This design comes from an exercise in tuning for small area, a short achievable clock period and few clock cycles per item on the open sky130 flow, not from production work.
In this exercise RTL edits were held to simulation tests only and were not proved equivalent to the original.

==> flow/design.v, too long to show whole: its modules and the start of the top module <==
// module cordic_vec_top: 3888 lines
module cordic_vec_top (
    input  logic clk,
    input  logic rst_n,
    input  logic in_valid,
    output logic in_ready,
    input  logic signed [15:0] x_start,
    input  logic signed [15:0] y_start,
    output logic out_valid,
    input  logic out_ready,
    output logic signed [15:0] mag,
    output logic signed [31:0] theta
);
  // ...
==> flow/flow/run.sh <==
#!/bin/bash
# Own flow: the standard synthesis and layout (standard.sh), but with the
# post-synthesis / post-CTS / post-route repair_timing aiming at a larger
# setup margin (the clock period and all constraints stay the design's).
set -euo pipefail
MARGIN=$(cat flow/margin.txt)
bash standard.sh synth > synth.log 2>&1
# same make command as standard.sh, with SETUP_SLACK_MARGIN raised
CMD=$(grep '^make ' standard.sh | sed -e 's/"\${@:-finish}"//' -e "s/SETUP_SLACK_MARGIN=[^ ]*//")
eval "$CMD SETUP_SLACK_MARGIN=$MARGIN finish" > layout.log 2>&1
RES=$(ls -d orfs/results/*/cordic_vec_top/base)
: # left out here: write the final layout as DEF
==> flow/flow/margin.txt <==
6
==> flow/standard.sh <==
#!/bin/bash
# synth_recipe.tcl (not shown) runs the flow's synth.tcl, then flattens the netlist and writes it again
# the make line also repeats each setting of config.mk as NAME=value (left out here)
make -C /OpenROAD-flow-scripts/flow DESIGN_CONFIG=/design/flow/config.mk WORK_HOME=/design/flow/orfs CLKGATE_MAP_FILE= SYNTH_SCRIPT=/design/flow/synth_recipe.tcl "${@:-finish}"
==> flow/config.mk <==
export PLATFORM = sky130hd
export DESIGN_NAME = cordic_vec_top
export DESIGN_NICKNAME = cordic_vec_top
export VERILOG_FILES = /design/flow/design.v
export SDC_FILE = /design/flow/constraint.sdc
export NUM_CORES = 4
export LEC_CHECK = 0
export ABC_CLOCK_PERIOD_IN_PS = 2000
export CAP_MARGIN = 20
export CORE_MARGIN = 2
export CORE_UTILIZATION = 40
export SETUP_SLACK_MARGIN = 5
export SLEW_MARGIN = 20
==> flow/constraint.sdc <==
create_clock -name core_clock -period 9.0 [get_ports {clk}]
set_input_delay 1.8000 -clock core_clock [delete_from_list [all_inputs] [get_ports {clk}]]
set_output_delay 1.8000 -clock core_clock [all_outputs]
set_load 0.01 [all_outputs]
==> impl_metrics.toml, run 1 <==
[run_status]
status = "timing/DRC/antenna clean"

[final_layout]
mostFrequentLayoutCells = "edfxtp_1, ha_1, inv_1"
fillers = 9468
instances_no_fill = 5168
n_all_inverters = 305
dominant_cells = "multi-input gates"
largestRegisters = "o_theta (31), s15_zu (30), s15_zv (28)"
clkbuf_count = 106
multi_input_area_um2 = 21900
layout_commonest_cell = "edfxtp_1"
final_core_util_pct = 47.7

[die]
die_x_um = 334
pin_count = 86
tapCellCount = 1414

[clock_tree]
clk_pin_slew_ns = 0.06
post_cts_resized = 313
hold_buffers = 0
root_buffer = "clkbuf_16"
cts_buffers = 85

[global_routing]
grt_use_met3_pct = 2.44
grt_overflow = 0
met1_usage_pct = 18.7

[logic_synthesis]
ys_seq_area_share_pct = 49.7
synth_xor_area_share_pct = 11.6
yosys.area_share.adder_pct = 19.2
ys_types = 94
synth_fp_nets = 3989
yosysWarnings = 1

[worst_setup_path]
slowest_delay_ns = 0.48
crit_family = "simple AND/OR/NAND/NOR gates"
required_ns = 9.39

[drt]
vias = 25400
wl_um = 87300

[hold_path]
holdPathEnd = "s12_q[0]$_DFFE_PP_"
holdCritStartpoint = "s11_q[0]$_DFFE_PP_"

[sta]
fin_setup_tns_ns = 0
holdWs_ns = 0.378
Testbench counts, summed over its fixed seeds: cycles 16,136, items 16,000.
==> run 2: changes to the inputs <==
--- a/flow/config.mk
+++ b/flow/config.mk
@@ -9,5 +9,7 @@
 export CAP_MARGIN = 20
 export CORE_MARGIN = 2
 export CORE_UTILIZATION = 40
+export CTS_CLUSTER_DIAMETER = 100
+export CTS_CLUSTER_SIZE = 30
 export SETUP_SLACK_MARGIN = 5
 export SLEW_MARGIN = 20
==> impl_metrics.toml, run 2 <==
[run_status]
status = "timing/DRC/antenna clean"

[place]
post-place-cells = 4833
portBuffers = 84
pre_cts_slack_ns = 4.69
place_hpwl_um = 60500
finalWeightedCongestion = 0.846
dpl_cell_area_um2 = 46200

[die]
pin_count = 86
num_rows = 121
die_h_um = 334
coreArea_um2 = 109000
die_area_um2 = 112000
start_util_pct = 40.2
die_x_um = 334

[logic_synthesis]
synth_cells = 3388
synthArstFlopShare_pct = 2.45
ys_types = 94
synth_fp_nets = 3989
ys_ff_latch = 735
yosys-top-cells-count = "edfxtp_1, ha_1, inv_1"
syn_area_per_cell_um2 = 12.9
synth_top_area_share_pct = 47.2
yosys.area.top_type = "edfxtp_1"
ys_seq_area_share_pct = 49.7
synth.area.top_cells = "edfxtp_1, ha_1, fa_1"
yosysWarnings = 1
netlist_area_um2 = 43600
synth-edff-count = 685
synth-main-ff-cell = "edfxtp_1"
synth.most_common_cell = "edfxtp_1"

[drt]
drc = 0
wire_per_inst_um = 16.9
vias = 25100
wl_um = 86300
drtIter0Drc = 1097
drt_pass1_iterations = 5
avgViaCountPerCell = 4.93
postRouteAntennaNets = 0

[clock_tree]
hold_buffers = 0
numClockSinks = 735
clk_pin_slew_ns = 0.11
clk-insertion-delay-late_ns = 0.63
cts_buffers = 37
root_buffer = "clkbuf_16"
cts.htree.levels = 2
cts_tree = "built"
clk_path_buf_depth = 3

[sta]
slew_viol_final = 0
holdWs_ns = 0.428
grt_setup_unrepaired = "true"
setup-violations-final = 0
min_period_ns = 3.15
finalHoldViolations = 0
fmax_mhz = 317
fin_ws_ns = 5.85
fin_setup_tns_ns = 0
worst_pin_slew_ns = 0.781
relSlewSlack_pct = 47.8
clock_skew_ns = 0.0466
finalCritPeriodShare_pct = 35.1

[global_routing]
grt_util_all_layers_pct = 15.0
antenna_found_initial = 1
grt_max_degree = 130
grt_pass1_vias = 25400
grt_pass1_wl_um = 134000
grt_overflow = 0

[final_layout]
multi_input_area_um2 = 21700
syn_to_final_growth_pct = 15.6
mostFrequentLayoutCells = "edfxtp_1, ha_1, xor2_1"
regMostFlops = "o_theta"
largestRegisters = "o_theta (31), s15_zu (30), s15_zv (28)"
instances_no_fill = 5101
final_core_util_pct = 46.4
layout_commonest_cell = "edfxtp_1"
layout-drive-gt1-share_pct = 16.0
fin_nets = 4265
n_antenna_cell = 0
final-seq-area_um2 = 21700
final_cell_area_um2 = 50400
largest_reg_flops = 31
fillers = 9609

[worst_setup_path]
crit_path_end = "s1_x[13]$_DFFE_PP_"
timing.rr.end = "s1_x[13]$_DFFE_PP_"
rrSetupSlack_ns = 5.85
required_ns = 9.36
reg2reg_depth = 14
critical_path_class = "flop to flop"
cp_max_fo = 6
arrival_ns = 3.52
cp-end-kind = "flop"
r2r_start = "s0_y[15]$_DFFE_PP_"
crit_start = "s0_y[15]$_DFFE_PP_"
cp-start-kind = "flop"

[hold_path]
min_path_type = "flop to flop"

[job]
drv_cap = 0
## run 2: changes by cell type in the layout (fill, tap and decap cells not counted), moves of 5 or more
cell and change:
buf_4 +17, clkbuf_16 -48, clkdlybuf4s50_1 -5, clkinv_1 -18
clkbuf_1 -12, buf_6 +6, clkinv_2 -11, bufinv_16 -6
## run 2: kinds of logic after synthesis
group | count (synthesis) | synth area share (%)
DFF | 735 | 49.7
xor gates and xnor gates | 580 | 11.6
adders and majority gates | 566 | 19.2
and+or+nand+nor | 561 | 6.72
AOI/OAI and AO/OA | 502 | 7.65
buffers and inverters | 372 | 3.27
muxes | 71 | 1.80
other | 1 | 0.00860
## run 2: worst min-delay path by stage
stage	from	end	slack, ns	depth (start not counted)
floorplan	s15_zu[1]$_DFFE_PP_	o_theta[1]$_DFFE_PP_	0.40	0
global placement	s13_d[9]$_DFFE_PP_	s14_d[9]$_DFFE_PP_	0.40	0
CTS	s13_d[6]$_DFFE_PP_	s14_d[6]$_DFFE_PP_	0.43	0
finish	s7_d[3]$_DFFE_PP_	s8_d[3]$_DFFE_PP_	0.43	0
global route	s7_d[4]$_DFFE_PP_	s8_d[4]$_DFFE_PP_	0.43	0
detailed placement	s11_d[2]$_DFFE_PP_	s12_d[2]$_DFFE_PP_	0.40	0
## run 2: cell type report
type	count	share of cell area, %
Clock buffer	41	1.87
Clock inverter	21	0.640
Inverter	305	2.33
Multi-Input combinational cell	2283	43.1
Sequential cell	735	43.0
Tap cell	1414	3.51
Timing Repair Buffer	302	5.62
## run 2: per-layer routing
metal | GRT usage [%] | vias up | routed length [µm]
li1 | - | 12500 | -
met1 | 18.5 | 12200 | 36700
met2 | 27.7 | 284 | 44800
met3 | 1.73 | 114 | 2310
met4 | 4.22 | 0 | 2430
met5 | 0 | - | 0
## run 2: worst max-delay path: stages, from the launching register on
cell and delay, ns:
edfxtp_1 0.47, buf_12 0.18, xor2_1 0.16, ha_1 0.34, ha_4 0.23, nor2b_4 0.12, o31a_1 0.30, o21ai_2 0.17
a21oi_2 0.08, buf_6 0.13, o41ai_4 0.20, buf_4 0.19, buf_4 0.11, o21ai_2 0.05, xor2_1 0.15
## run 2: timing repair
item	4_1_cts	5_1_grt
buffers inserted	103	88
pin swaps	40	106
cloned	8	7
setup endpoints to repair	812	229
gates resized for setup	307	182
==> run 3: changes to the inputs <==
--- a/flow/config.mk
+++ b/flow/config.mk
@@ -8,8 +8,7 @@
 export ABC_CLOCK_PERIOD_IN_PS = 2000
 export CAP_MARGIN = 20
 export CORE_MARGIN = 2
-export CORE_UTILIZATION = 40
-export CTS_CLUSTER_DIAMETER = 100
-export CTS_CLUSTER_SIZE = 30
+export CORE_UTILIZATION = 60
+export PLACE_DENSITY = 0.75
 export SETUP_SLACK_MARGIN = 5
 export SLEW_MARGIN = 20
==> impl_metrics.toml, run 3 <==
[global_routing]
grt_util_all_layers_pct = 23.4
grt_pass1_wl_um = 140000
grt_overflow = 0
grt_max_degree = 98
grt_pass1_vias = 27600
antenna_found_initial = 0

[worst_setup_path]
cpMaxStageDelayCell = "edfxtp_1"
rrSetupSlack_ns = 5.84
crit_top_cell = "a21o_1"
slowest_delay_ns = 0.45
timing.rr.end = "s3_x[16]$_DFFE_PP_"
crit_chain = "buf_12 -> buf_6 -> xor2_2 -> ha_1 -> a21o_1 -> a21o_1 -> a21o_1 -> a41o_1 -> o311a_1 -> o21ai_2 -> nor2_2 -> ha_4 -> xor2_1"
cp_num_buf_inv = 2
critical_path_class = "flop to flop"
cp_max_fo = 5
r2r_start = "s2_y[15]$_DFFE_PP_"
arrival_ns = 3.51
cp-end-kind = "flop"
crit_family = "compound AO/OA/AOI/OAI gates"
reg2reg_depth = 13
required_ns = 9.35
cp-start-kind = "flop"

[logic_synthesis]
ys_types = 94
synth_top_area_share_pct = 47.2
synth_fp_nets = 3989
synth-main-ff-cell = "edfxtp_1"
synth.most_common_cell = "edfxtp_1"
netlist_area_um2 = 43600
synth-edff-count = 685
yosys-top-cells-count = "edfxtp_1, ha_1, inv_1"
syn_area_per_cell_um2 = 12.9
yosys.area.top_type = "edfxtp_1"
synth_cells = 3388
ys_seq_area_share_pct = 49.7
synthArstFlopShare_pct = 2.45
ys_ff_latch = 735
yosysWarnings = 1
synth.area.top_cells = "edfxtp_1, ha_1, fa_1"

[die]
die_x_um = 274
coreArea_um2 = 71700
num_rows = 98
die_area_um2 = 74900
die_h_um = 274
start_util_pct = 60.8
pin_count = 86

[sta]
finalHoldViolations = 0
grt_setup_unrepaired = "true"
finalCritPeriodShare_pct = 35.1
setup-violations-final = 0
relSlewSlack_pct = 47.7
worst_pin_slew_ns = 0.783
fin_ws_ns = 5.84
min_period_ns = 3.16
slew_viol_final = 0
clock_skew_ns = 0.0200
fmax_mhz = 317
fin_setup_tns_ns = 0

[clock_tree]
numClockSinks = 735
cts_tree = "built"
cts_buffers = 78
cts.htree.levels = 3
root_buffer = "clkbuf_16"
clk_pin_slew_ns = 0.06
clk-insertion-delay-late_ns = 0.62
hold_buffers = 0
clk_path_buf_depth = 3

[job]
drv_cap = 0

[drt]
drtIter0Drc = 1437
wl_um = 88900
drc = 0
postRouteAntennaNets = 0
wire_per_inst_um = 18.9
avgViaCountPerCell = 5.59
vias = 26400
drt_pass1_iterations = 6

[place]
finalWeightedCongestion = 0.881
portBuffers = 84
pre_cts_slack_ns = 4.41
place_hpwl_um = 60900

[hold_path]
holdPathEnd = "s7_d[3]$_DFFE_PP_"
hold_depth = 0
min_path_type = "flop to flop"
holdCritStartpoint = "s6_d[3]$_DFFE_PP_"

[final_layout]
fin_nets = 4302
mostFrequentLayoutCells = "edfxtp_1, ha_1, inv_1"
largest_reg_flops = 31
final-seq-area_um2 = 21700
layout-drive-gt1-share_pct = 17.7
syn_to_final_growth_pct = 17.6
fillers = 4707
multi_input_area_um2 = 22000
layout_commonest_cell = "edfxtp_1"
regMostFlops = "o_theta"
n_antenna_cell = 0
largestRegisters = "o_theta (31), s15_zu (30), s15_zv (28)"

[run_status]
status = "timing/DRC/antenna clean"
[run 3: area by class of cell]
cell class	count	area share, %
Tap cell	950	2.32
Timing Repair Buffer	298	5.28
Clock buffer	107	4.40
Inverter	305	2.27
Multi-Input combinational cell	2283	42.8
Clock inverter	36	0.695
Sequential cell	735	42.2
[run 3: worst max-delay path by stage]
| stage | startpoint | end | slack (ns) | cells past startpoint |
|---|---|---|---|---|
| 3_5_place_dp | out_ready | s5_y[10]$_DFFE_PP_ | 4.41 | 4 |
| 5_1_grt | s13_y[5]$_DFFE_PP_ | s14_x[13]$_DFFE_PP_ | 5.73 | 15 |
| 4_1_cts | i_v$_DFF_PN0_ | in_ready | 5.85 | 3 |
| 3_3_place_gp | out_ready | s5_y[13]$_DFFE_PP_ | 4.45 | 4 |
| 2_1_floorplan | out_ready | s13_v$_DFFE_PN0P_ | 4.79 | 3 |
| 6_report | s2_y[15]$_DFFE_PP_ | s3_x[16]$_DFFE_PP_ | 5.84 | 13 |
[run 3: metrics by stage]
step	utilization, %	cells	hold slack [ns]	instance area [µm²]
floorplan	-	3388	0.400	43900
global placement	63.6	4368	0.401	45600
detailed placement	63.6	4368	0.405	45600
CTS	69.3	4638	0.410	49700
global route	71.5	4714	0.424	51300
finish	71.5	4714	0.412	51300
[run 3: per-layer routing]
metal  global-route usage (%)  part of all wire [%]  vias to the layer above
met5                        0                     0                        -
met4                     7.77                   3.2                        0
met3                     2.75                   3.0                      176
met2                     43.6                    54                      483
met1                     28.0                    40                    13100
li1                         -                     -                    12600
[run 3: worst reg2reg max path: stages (launching register included)]
cell and delay (ns):
edfxtp_1 0.45, buf_12 0.18, buf_6 0.12, xor2_2 0.17
ha_1 0.32, a21o_1 0.19, a21o_1 0.15, a21o_1 0.18
a41o_1 0.24, o311a_1 0.34, o21ai_2 0.18, nor2_2 0.07
ha_4 0.16, xor2_1 0.14
[run 3: repair_timing]
item,4_1_cts,5_1_grt
buffers inserted,116,74
cloned,11,2
pin swaps,58,108
setup endpoints to repair,835,328
resized for setup,312,206
[run 3: cells by family after synthesis]
| group | after synthesis | synth area share [%] |
|---|---|---|
| simple gates | 561 | 6.72 |
| mux | 71 | 1.80 |
| compound gates | 502 | 7.65 |
| fa+ha+maj | 566 | 19.2 |
| other cells | 1 | 0.00860 |
| xor+xnor | 580 | 11.6 |
| flops | 735 | 49.7 |
| buf+inv | 372 | 3.27 |
==> run 4: changes to the inputs <==
--- a/flow/config.mk
+++ b/flow/config.mk
@@ -8,7 +8,8 @@
 export ABC_CLOCK_PERIOD_IN_PS = 2000
 export CAP_MARGIN = 20
 export CORE_MARGIN = 2
-export CORE_UTILIZATION = 60
-export PLACE_DENSITY = 0.75
+export CORE_UTILIZATION = 40
+export CTS_CLUSTER_DIAMETER = 80
+export CTS_CLUSTER_SIZE = 20
 export SETUP_SLACK_MARGIN = 5
 export SLEW_MARGIN = 20
==> impl_metrics.toml, run 4 <==
[final_layout]
largestRegisters = "o_theta (31), s15_zu (30), s15_zv (28)"
syn_to_final_growth_pct = 16.6
fin_nets = 4265
fillers = 9556
regMostFlops = "o_theta"
mostFrequentLayoutCells = "edfxtp_1, ha_1, inv_1"
final-seq-area_um2 = 21700
multi_input_area_um2 = 21800
n_antenna_cell = 0
largest_reg_flops = 31
layout-drive-gt1-share_pct = 16.0
layout_commonest_cell = "edfxtp_1"
instances_no_fill = 5109

[sta]
holdWs_ns = 0.410
slew_viol_final = 0
setup-violations-final = 0
finalCritPeriodShare_pct = 34.8
clock_skew_ns = 0.0176
fmax_mhz = 319
relSlewSlack_pct = 48.3
fin_setup_tns_ns = 0
worst_pin_slew_ns = 0.773
finalHoldViolations = 0
grt_setup_unrepaired = "true"
min_period_ns = 3.13

[global_routing]
grt_overflow = 0
grt_util_all_layers_pct = 15.2
grt_max_degree = 106
grt_pass1_vias = 25500
grt_pass1_wl_um = 136000
antenna_found_initial = 1

[clock_tree]
hold_buffers = 0
clk_pin_slew_ns = 0.09
cts_buffers = 51
clk_path_buf_depth = 3
root_buffer = "clkbuf_16"
cts_tree = "built"
numClockSinks = 735
clk-insertion-delay-late_ns = 0.63
cts.htree.levels = 2

[worst_setup_path]
critical_path_class = "flop to flop"
required_ns = 9.38
cp-start-kind = "flop"
cp_max_fo = 4
crit_start = "s13_y[5]$_DFFE_PP_"
cp-end-kind = "flop"
r2r_start = "s13_y[5]$_DFFE_PP_"
arrival_ns = 3.51

[logic_synthesis]
synth_fp_nets = 3989
ys_ff_latch = 735
yosysWarnings = 1
synth_top_area_share_pct = 47.2
synth.most_common_cell = "edfxtp_1"
netlist_area_um2 = 43600
synth-main-ff-cell = "edfxtp_1"
syn_area_per_cell_um2 = 12.9
synth.area.top_cells = "edfxtp_1, ha_1, fa_1"
synthArstFlopShare_pct = 2.45
yosys.area.top_type = "edfxtp_1"
ys_seq_area_share_pct = 49.7
ys_types = 94
synth-edff-count = 685
yosys-top-cells-count = "edfxtp_1, ha_1, inv_1"
synth_cells = 3388

[place]
post-place-cells = 4833
portBuffers = 84
finalWeightedCongestion = 0.846
place_hpwl_um = 60500

[die]
num_rows = 121
pin_count = 86
die_area_um2 = 112000
die_h_um = 334
coreArea_um2 = 109000
start_util_pct = 40.2
die_x_um = 334

[job]
drv_cap = 0

[hold_path]
min_path_type = "flop to flop"
holdCritStartpoint = "s4_d[1]$_DFFE_PP_"

[drt]
drc = 0
postRouteAntennaNets = 0
drtIter0Drc = 1160
wire_per_inst_um = 17.1
drt_pass1_iterations = 6
avgViaCountPerCell = 4.94
wl_um = 87200
vias = 25200

[run_status]
status = "timing/DRC/antenna clean"
[run 4: cell counts after synthesis]
Identical to the previous run, type by type.
[run 4: metrics by stage]
step / instance area [µm²] / setup WS, ns / util, %
after floorplan: 43900 / 4.79 / -
after global placement: 46200 / 4.71 / 42.6
after detailed placement: 46200 / 4.69 / 42.6
after CTS: 49200 / 5.78 / 45.4
after global routing: 50900 / 5.72 / 46.8
final: 50900 / 5.87 / 46.8
[run 4: timing repair]
action,in CTS,in global routing
resized for setup,310,173
buffers inserted,104,70
setup endpoints to repair,814,268
cloned,9,9
pin swaps,44,89
[run 4: final timing paths]
path / depth (start not counted) / slack, ns / to
worst max register to register: 14 / 5.87 / s14_x[9]$_DFFE_PP_
worst min register to register: 0 / 0.41 / s5_d[1]$_DFFE_PP_
worst max-delay path: 14 / 5.87 / s14_x[9]$_DFFE_PP_
max in group asynchronous: 1 / 6.88 / s13_v$_DFFE_PN0P_
worst min-delay path: 0 / 0.41 / s5_d[1]$_DFFE_PP_
min in group asynchronous: 1 / 1.62 / o_v$_DFFE_PN0P_
[run 4: cells by family (layout without fill, tap and decap cells)]
| family | count (synthesis) | in the layout | synth area share [%] |
|---|---|---|---|
| compound gates | 502 | 502 | 7.65 |
| flops | 735 | 735 | 49.7 |
| mux | 71 | 71 | 1.80 |
| other cells | 1 | 1 | 0.00860 |
| simple gates | 561 | 563 | 6.72 |
| buf+inv | 372 | 677 | 3.27 |
| xor+xnor | 580 | 580 | 11.6 |
| fa+ha+maj | 566 | 566 | 19.2 |
[run 4: cell type report]
class                      count  share of cell area, %
timing repair buffer         288                   5.43
multi-input combinational   2283                   42.9
inverter                     305                   2.30
sequential                   735                   42.6
clock buffer                  59                   2.65
tap                         1414                   3.48
clock inverter                25                  0.622
[run 4: worst max-delay path: stages, from the launching register on]
cell,delay (ns)
edfxtp_1,0.47
buf_6,0.17
xnor2_2,0.12
ha_1,0.33
o21ai_2,0.17
a21oi_2,0.06
or4b_4,0.48
and2_4,0.17
inv_4,0.06
ha_4,0.14
o21ai_4,0.06
a21oi_4,0.17
o211ai_1,0.12
or2_1,0.24
xnor2_1,0.12
[run 4: metal layers]
layer / track usage [%] / routed length (µm) / share of wire (%)
met1: 18.6 / 37000 / 42
met2: 28.0 / 45400 / 52
met5: 0 / 0 / 0
met4: 4.19 / 2370 / 2.7
met3: 1.91 / 2400 / 2.8
==> run 5: changes to the inputs <==
==> flow/flow/margin.txt (replaced) <==
6.4
==> impl_metrics.toml, run 5 <==
[sta]
worst_pin_slew_ns = 0.826
finalHoldViolations = 0
relSlewSlack_pct = 44.7
finalCritPeriodShare_pct = 34.9
min_period_ns = 3.14
setup-violations-final = 0
clock_skew_ns = 0.0321
fmax_mhz = 318
grt_setup_unrepaired = "true"
fin_setup_tns_ns = 0
slew_viol_final = 0
fin_ws_ns = 5.86

[logic_synthesis]
synth-edff-count = 685
synthArstFlopShare_pct = 2.45
synth.most_common_cell = "edfxtp_1"
yosys.area.top_type = "edfxtp_1"
yosysWarnings = 1
synth.area.top_cells = "edfxtp_1, ha_1, fa_1"
synth_top_area_share_pct = 47.2
synth_cells = 3388
ys_ff_latch = 735
netlist_area_um2 = 43600
synth-main-ff-cell = "edfxtp_1"
ys_types = 94
syn_area_per_cell_um2 = 12.9
synth_fp_nets = 3989
yosys-top-cells-count = "edfxtp_1, ha_1, inv_1"
ys_seq_area_share_pct = 49.7

[worst_setup_path]
slowest_delay_ns = 0.47
reg2reg_depth = 12
arrival_ns = 3.53
cp_max_fo = 6
cpMaxStageDelayCell = "edfxtp_1"
crit_chain = "buf_12 -> xor2_1 -> ha_1 -> a21o_1 -> a21o_1 -> a21oi_2 -> o31ai_4 -> o31a_1 -> a311o_1 -> and2_4 -> ha_4 -> xor2_1"
cp-start-kind = "flop"
cp-end-kind = "flop"
rrSetupSlack_ns = 5.86
timing.rr.end = "s2_x[16]$_DFFE_PP_"
required_ns = 9.38
r2r_start = "s1_y[15]$_DFFE_PP_"
critical_path_class = "flop to flop"

[drt]
wl_um = 92700
drt_pass1_iterations = 5
vias = 26400
wire_per_inst_um = 17.5
avgViaCountPerCell = 4.99
drc = 0
drtIter0Drc = 1168
postRouteAntennaNets = 0

[clock_tree]
clk_pin_slew_ns = 0.08
clk_path_buf_depth = 3
numClockSinks = 735
cts.htree.levels = 2
clk-insertion-delay-late_ns = 0.66
root_buffer = "clkbuf_16"
cts_buffers = 48
cts_tree = "built"

[die]
start_util_pct = 40.2
pin_count = 86
num_rows = 121
coreArea_um2 = 109000
die_h_um = 334
die_x_um = 334
die_area_um2 = 112000

[run_status]
status = "timing/DRC/antenna clean"

[hold_path]
holdPathEnd = "s4_q[1]$_DFFE_PP_"
hold_depth = 0
min_path_type = "flop to flop"
holdCritStartpoint = "s3_q[1]$_DFFE_PP_"

[final_layout]
largest_reg_flops = 31
regMostFlops = "o_theta"
mostFrequentLayoutCells = "edfxtp_1, ha_1, xor2_1"
fin_nets = 4450
layout_commonest_cell = "edfxtp_1"
largestRegisters = "o_theta (31), s15_zu (30), s15_zv (28)"
layout-drive-gt1-share_pct = 28.9
syn_to_final_growth_pct = 26.3

[place]
place_hpwl_um = 60200
portBuffers = 84
finalWeightedCongestion = 0.843
pre_cts_slack_ns = 4.46

[global_routing]
antenna_found_initial = 1
grt_overflow = 0
grt_pass1_wl_um = 143000
grt_max_degree = 93
grt_pass1_vias = 26700
grt_util_all_layers_pct = 16.0

[job]
drv_cap = 0
==> run 5: cell types whose count changed in the layout (fill, tap and decap cells not counted), moves of 46 or more <==
cell   before  now
buf_4     156  254
buf_6      16   89
fa_1      173  127
fa_2        2   48
ha_1      352  295
ha_4       23   73
==> run 5: what timing repair did <==
item | 4_1_cts | 5_1_grt
buffers inserted | 236 | 120
hold buffers | 0 | 0
setup endpoints to repair | 976 | 669
gates cloned | 20 | 5
pin swaps | 210 | 180
gates resized for setup | 674 | 335
==> run 5: critical path: cells and delay by family, from the launching register on <==
family | cells | cell delay, ns
compound gates | 6 | 1.26
buf+inv | 1 | 0.19
xor+xnor | 2 | 0.34
simple gates | 1 | 0.16
fa+ha+maj | 2 | 0.44
flops | 1 | 0.47
==> run 5: final cells by class <==
class / instances / area, µm²
well taps: 1414 / 1770
diodes: 1 / 2.50
repair buffers: 476 / 4700
clock buffers: 56 / 1270
clock inverters: 19 / 230
multi-input cells: 2283 / 24200
fillers: 9200 / 53500
inverters: 305 / 1190
flip-flops and latches: 735 / 21700
==> run 5: how the worst max path moves through the flow <==
stage,from,to,cells after the start
6_report,s1_y[15]$_DFFE_PP_,s2_x[16]$_DFFE_PP_,12
5_1_grt,s13_y[5]$_DFFE_PP_,s14_x[9]$_DFFE_PP_,13
4_1_cts,i_v$_DFF_PN0_,in_ready,3
3_5_place_dp,out_ready,s6_d[3]$_DFFE_PP_,4
3_3_place_gp,out_ready,s7_d[3]$_DFFE_PP_,4
2_1_floorplan,out_ready,s13_v$_DFFE_PN0P_,3
==> run 5: logic make-up after synthesis <==
kind of cell	Yosys count	share of synthesized area, %
flops	735	49.7
xor+xnor	580	11.6
fa+ha+maj	566	19.2
simple gates	561	6.72
compound gates	502	7.65
buf+inv	372	3.27
mux	71	1.80
other cells	1	0.00860
==> run 5: layer usage <==
| layer | routed length (µm) | global-route usage (%) |
|---|---|---|
| met1 | 39300 | 20.0 |
| met4 | 2770 | 4.92 |
| met5 | 0 | 0 |
| met2 | 48400 | 28.8 |
| met3 | 2280 | 2.06 |
==> run 5: metrics by stage <==
stage	utilization, %	area [µm²]	cells	hold slack (ns)
after floorplan	-	44400	3388	0.400
after global placement	43.0	46600	4832	0.401
after detailed placement	43.0	46600	4832	0.405
after CTS	48.3	52400	5163	0.405
after global routing	50.7	55100	5289	0.427
final	50.7	55100	5289	0.413
==> run 6: changes to the inputs <==
==> flow/flow/margin.txt (replaced) <==
5.7
==> impl_metrics.toml, run 6 <==
[worst_setup_path]
cp-start-kind = "primary input"
timing.rr.end = "s3_x[16]$_DFFE_PP_"
cpMaxStageDelayCell = "or4_4"
crit_cells = 6
rrSetupSlack_ns = 5.77
cp_max_fo = 3
required_ns = 9.37
critical_path_class = "primary input to flop"
crit_start = "x_start[13]"
cp_num_buf_inv = 1
crit_chain = "clkdlybuf4s50_1 -> mux2_1 -> or4_4 -> nor3_4 -> nand2b_4 -> a21oi_1"
slowest_delay_ns = 0.56
cp-end-kind = "flop"
reg2reg_depth = 12
arrival_ns = 3.63
r2r_start = "s2_y[15]$_DFFE_PP_"
crit_family = "simple AND/OR/NAND/NOR gates"

[place]
place_hpwl_um = 59800
portBuffers = 84
finalWeightedCongestion = 0.844
post-place-cells = 4835
pre_cts_slack_ns = 4.32
dpl_cell_area_um2 = 46100

[final_layout]
instances_no_fill = 5014
final-seq-area_um2 = 21700
fillers = 9840
largestRegisters = "o_theta (31), s15_zu (30), s15_zv (28)"
fin_nets = 4172
mostFrequentLayoutCells = "edfxtp_1, ha_1, inv_1"
multi_input_area_um2 = 20800
largest_reg_flops = 31
layout_commonest_cell = "edfxtp_1"
syn_to_final_growth_pct = 11.9
layout-drive-gt1-share_pct = 8.64
final_cell_area_um2 = 48800
final_core_util_pct = 45.0
regMostFlops = "o_theta"

[drt]
vias = 24700
wl_um = 82300
avgViaCountPerCell = 4.93
drtIter0Drc = 1145
drc = 0
wire_per_inst_um = 16.4
postRouteAntennaNets = 0
drt_pass1_iterations = 7

[die]
die_x_um = 334
num_rows = 121
coreArea_um2 = 109000
pin_count = 86
die_area_um2 = 112000
die_h_um = 334
start_util_pct = 40.2

[sta]
slew_viol_final = 0
relSlewSlack_pct = 38.7
worst_pin_slew_ns = 0.920
finalHoldViolations = 0
fmax_mhz = 307
setup-violations-final = 0
grt_setup_unrepaired = "true"
fin_ws_ns = 5.75
holdWs_ns = 0.419
fin_setup_tns_ns = 0
finalCritPeriodShare_pct = 36.2
clock_skew_ns = 0.0324
min_period_ns = 3.25

[global_routing]
antenna_found_initial = 1
grt_overflow = 0
grt_util_all_layers_pct = 14.6
grt_pass1_vias = 24600
grt_max_degree = 95
grt_pass1_wl_um = 130000

[logic_synthesis]
yosys.area.top_type = "edfxtp_1"
synth-main-ff-cell = "edfxtp_1"
ys_seq_area_share_pct = 49.7
ys_ff_latch = 735
synth-edff-count = 685
synth.most_common_cell = "edfxtp_1"
yosys-top-cells-count = "edfxtp_1, ha_1, inv_1"
synth_top_area_share_pct = 47.2
synth_cells = 3388
syn_area_per_cell_um2 = 12.9
ys_types = 94
synthArstFlopShare_pct = 2.45
netlist_area_um2 = 43600
synth_fp_nets = 3989
yosysWarnings = 1
synth.area.top_cells = "edfxtp_1, ha_1, fa_1"

[clock_tree]
clk_path_buf_depth = 3
cts_tree = "built"
hold_buffers = 0
cts_buffers = 46
clk-insertion-delay-late_ns = 0.63
clk_pin_slew_ns = 0.08
numClockSinks = 735
cts.htree.levels = 2
root_buffer = "clkbuf_16"

[hold_path]
holdPathEnd = "s9_d[4]$_DFFE_PP_"
min_path_type = "flop to flop"
hold_depth = 0
holdCritStartpoint = "s8_d[4]$_DFFE_PP_"

[job]
drv_cap = 0

[run_status]
status = "timing/DRC/antenna clean"
[run 6: final cells by class]
| class | count | area share [%] |
|---|---|---|
| diodes | 1 | 0.00513 |
| clock buffers | 60 | 2.51 |
| clock inverters | 16 | 0.441 |
| inverters | 305 | 2.35 |
| multi-input cells | 2283 | 42.7 |
| flip-flops and latches | 735 | 44.4 |
| well taps | 1414 | 3.62 |
| repair buffers | 200 | 4.02 |
[run 6: worst max-delay path by stage]
stage	slack (ns)	end
6_report	5.75	s0_cxn$_DFFE_PP_
5_1_grt	5.64	s3_x[16]$_DFFE_PP_
4_1_cts	5.62	s4_x[4]$_DFFE_PP_
3_5_place_dp	4.32	s4_x[4]$_DFFE_PP_
3_3_place_gp	4.33	s4_x[4]$_DFFE_PP_
2_1_floorplan	4.79	s13_v$_DFFE_PN0P_
[run 6: layer usage]
layer	vias up	share of wire (%)	routed length [µm]	global-route usage, %
li1	12300	-	-	-
met1	12000	43	35600	18.0
met2	283	51	42400	26.8
met3	100	2.9	2350	1.74
met4	0	2.4	1990	4.01
met5	-	0	0	0
[run 6: logic make-up (layout without fill, tap and decap cells)]
family                     Yosys count  in the layout  share of synthesized area [%]
xor gates and xnor gates           580            580                           11.6
DFF                                735            735                           49.7
buffers and inverters              372            581                           3.27
adders and majority gates          566            566                           19.2
AOI/OAI and AO/OA                  502            502                           7.65
and+or+nand+nor                    561            563                           6.72
other                                1              2                        0.00860
muxes                               71             71                           1.80
[run 6: timing repair]
item,CTS,global route
resized for setup,81,55
gates cloned,7,3
buffers inserted,26,66
pin swaps,3,30
setup endpoints to repair,701,95
[run 6: worst register-to-register path, stage by stage (launching register included)]
cell and delay, ns:
edfxtp_1 0.47, buf_12 0.19, xor2_1 0.20, ha_2 0.21
or3_4 0.39, o2bb2ai_4 0.16, o31ai_4 0.09, a41o_1 0.30
o311a_1 0.42, o21ai_2 0.18, nor2_1 0.07, ha_2 0.17
xor2_1 0.15
==> run 7: changes to the inputs <==
==> flow/flow/margin.txt (replaced) <==
5.8
--- a/flow/config.mk
+++ b/flow/config.mk
@@ -5,7 +5,7 @@
 export SDC_FILE = /design/flow/constraint.sdc
 export NUM_CORES = 4
 export LEC_CHECK = 0
-export ABC_CLOCK_PERIOD_IN_PS = 2000
+export ABC_CLOCK_PERIOD_IN_PS = 3000
 export CAP_MARGIN = 20
 export CORE_MARGIN = 2
 export CORE_UTILIZATION = 40
==> impl_metrics.toml, run 7 <==
[run_status]
status = "timing/DRC/antenna clean"

[logic_synthesis]
yosysWarnings = 1
synth-main-ff-cell = "edfxtp_1"
synth.most_common_cell = "edfxtp_1"
synth_cells = 3388
ys_types = 94
synth-edff-count = 685
yosys.area.top_type = "edfxtp_1"
ys_ff_latch = 735
synth_fp_nets = 3989
syn_area_per_cell_um2 = 12.9
netlist_area_um2 = 43600
ys_seq_area_share_pct = 49.7
synthArstFlopShare_pct = 2.45
yosys-top-cells-count = "edfxtp_1, ha_1, inv_1"
synth.area.top_cells = "edfxtp_1, ha_1, fa_1"
synth_top_area_share_pct = 47.2

[drt]
wl_um = 83700
drc = 0
drt_pass1_iterations = 5
drtIter0Drc = 1252
postRouteAntennaNets = 0
wire_per_inst_um = 16.7
vias = 24800
avgViaCountPerCell = 4.95

[sta]
finalHoldViolations = 0
fmax_mhz = 307
holdWs_ns = 0.407
finalCritPeriodShare_pct = 36.2
grt_setup_unrepaired = "true"
min_period_ns = 3.26
relSlewSlack_pct = 45.0
clock_skew_ns = 0.0398
worst_pin_slew_ns = 0.825
slew_viol_final = 0
setup-violations-final = 0
fin_setup_tns_ns = 0

[clock_tree]
clk-insertion-delay-late_ns = 0.65
numClockSinks = 735
clk_pin_slew_ns = 0.08
cts_tree = "built"
hold_buffers = 0
clk_path_buf_depth = 3
root_buffer = "clkbuf_16"
cts.htree.levels = 2
cts_buffers = 49

[place]
finalWeightedCongestion = 0.862
portBuffers = 84
dpl_cell_area_um2 = 46200
place_hpwl_um = 60400

[final_layout]
final_cell_area_um2 = 49000
layout-drive-gt1-share_pct = 9.28
largest_reg_flops = 31
largestRegisters = "o_theta (31), s15_zu (30), s15_zv (28)"
layout_commonest_cell = "edfxtp_1"
mostFrequentLayoutCells = "edfxtp_1, ha_1, inv_1"
regMostFlops = "o_theta"
syn_to_final_growth_pct = 12.3
fin_nets = 4169
fillers = 9819
n_antenna_cell = 0

[global_routing]
antenna_found_initial = 0
grt_util_all_layers_pct = 14.9
grt_pass1_vias = 25200
grt_max_degree = 122
grt_pass1_wl_um = 134000
grt_overflow = 0

[worst_setup_path]
arrival_ns = 3.52
critical_path_class = "primary input to flop"
cp-end-kind = "flop"
cp_max_fo = 121
required_ns = 9.26
cp-start-kind = "primary input"
reg2reg_depth = 13

[die]
die_area_um2 = 112000
die_x_um = 334
num_rows = 121
die_h_um = 334
pin_count = 86
coreArea_um2 = 109000
start_util_pct = 40.2

[hold_path]
hold_depth = 0
min_path_type = "flop to flop"

[job]
drv_cap = 0
[run 7: cell counts after synthesis]
No cell type changed its count.
[run 7: layout make-up]
type	count	area, µm²	share of cell area (%)
inverters	305	1150	2.35
clock inverters	23	215	0.439
clock buffers	59	1330	2.71
flip-flops and latches	735	21700	44.2
well taps	1414	1770	3.61
multi-input cells	2283	20900	42.8
repair buffers	194	1920	3.92
[run 7: logic make-up after synthesis]
logic type,Yosys count,share of synthesized area (%)
buffers and inverters,372,3.27
AO/OA/AOI/OAI,502,7.65
XOR/XNOR,580,11.6
multiplexers,71,1.80
flip-flops,735,49.7
adder cells (fa/ha/maj),566,19.2
other,1,0.00860
AND/OR/NAND/NOR,561,6.72
[run 7: per-stage QoR]
step / util (%) / setup slack [ns] / std cells
6_report: 45.1 / 5.74 / 5013
5_1_grt: 45.1 / 5.70 / 5013
4_1_cts: 44.5 / 5.45 / 4969
3_5_place_dp: 42.5 / 4.69 / 4833
3_3_place_gp: 42.5 / 4.71 / 4833
2_1_floorplan: - / 4.79 / 3388
[run 7: per-layer routing]
| metal | global-route usage, % | up-vias | share of wire [%] |
|---|---|---|---|
| met4 | 3.55 | 0 | 2.0 |
| met5 | 0 | - | 0 |
| met3 | 1.91 | 98 | 2.5 |
| met1 | 18.9 | 12100 | 44 |
| li1 | - | 12300 | - |
| met2 | 26.9 | 266 | 51 |
[run 7: path summary, 6_finish.rpt]
path	from	end	slack, ns
min in group asynchronous	rst_n	s15_v$_DFFE_PN0P_	1.60
worst max register to register	s13_y[5]$_DFFE_PP_	s14_x[9]$_DFFE_PP_	5.85
worst min register to register	s7_d[4]$_DFFE_PP_	s8_d[4]$_DFFE_PP_	0.41
worst min-delay path	s7_d[4]$_DFFE_PP_	s8_d[4]$_DFFE_PP_	0.41
max in group asynchronous	rst_n	o_v$_DFFE_PN0P_	6.86
worst max-delay path	out_ready	o_theta[9]$_DFFE_PP_	5.74
[run 7: worst max-delay path, stage by stage]
cell and delay, ns:
clkdlybuf4s50_1 0.58, nand2b_4 0.50, buf_16 0.45
[run 7: timing repair]
item	CTS	global route
endpoints found under the hold margin	0	0
gates cloned	6	2
endpoints found under the setup margin	766	212
setup buffers	48	42
pin swaps	10	35
gates resized for setup	91	71

## afterwards: timing with drivers on the ports
The results above use ideal ports. As a check the final layouts listed here were re-extracted and re-timed, cells and wires unchanged.
Step 1 sets driving cells, clkbuf_16 on the clock port and buf_2 on the other inputs (assumed; they add their load-dependent delay and slew).
Step 2 adds t to the input delays and takes it off the output delays; t is the mean of the earliest and latest rising clock arrival at the registers after step 1. Input paths then give back, and output paths get back, about the clock's delay inside the block.
Three values: ideal, step 1, step 2; two values: the first two.
run	t (ns)	setup slack, ns	hold WS [ns]	worst data-port slew with drivers (ns)	cell pins on the clock port's net
run 1	0.711	5.806 / 5.806 / 5.338	0.378 / 0.378 / 0.378	0.07	1
run 2	0.673	5.845 / 5.840 / 5.353	0.428 / 0.428 / 0.428	0.06	1
run 3	0.678	5.841 / 5.828 / 5.360	0.412 / 0.412 / 0.412	0.06	1
run 4	0.689	5.867 / 5.825 / 5.296	0.410 / 0.410 / 0.410	0.07	1
run 5	0.711	5.855 / 5.794 / 5.600	0.413 / 0.413 / 0.413	0.08	1
run 6	0.679	5.745 / 5.741 / 5.113	0.419 / 0.419 / 0.419	0.08	1
run 7	0.700	5.743 / 5.698 / 5.088	0.407 / 0.407 / 0.407	0.06	1
After both steps every run listed still meets setup and hold. The setup slack of run 7, which loses most, moves by -0.045 ns with the drivers and by -0.655 ns with both steps.
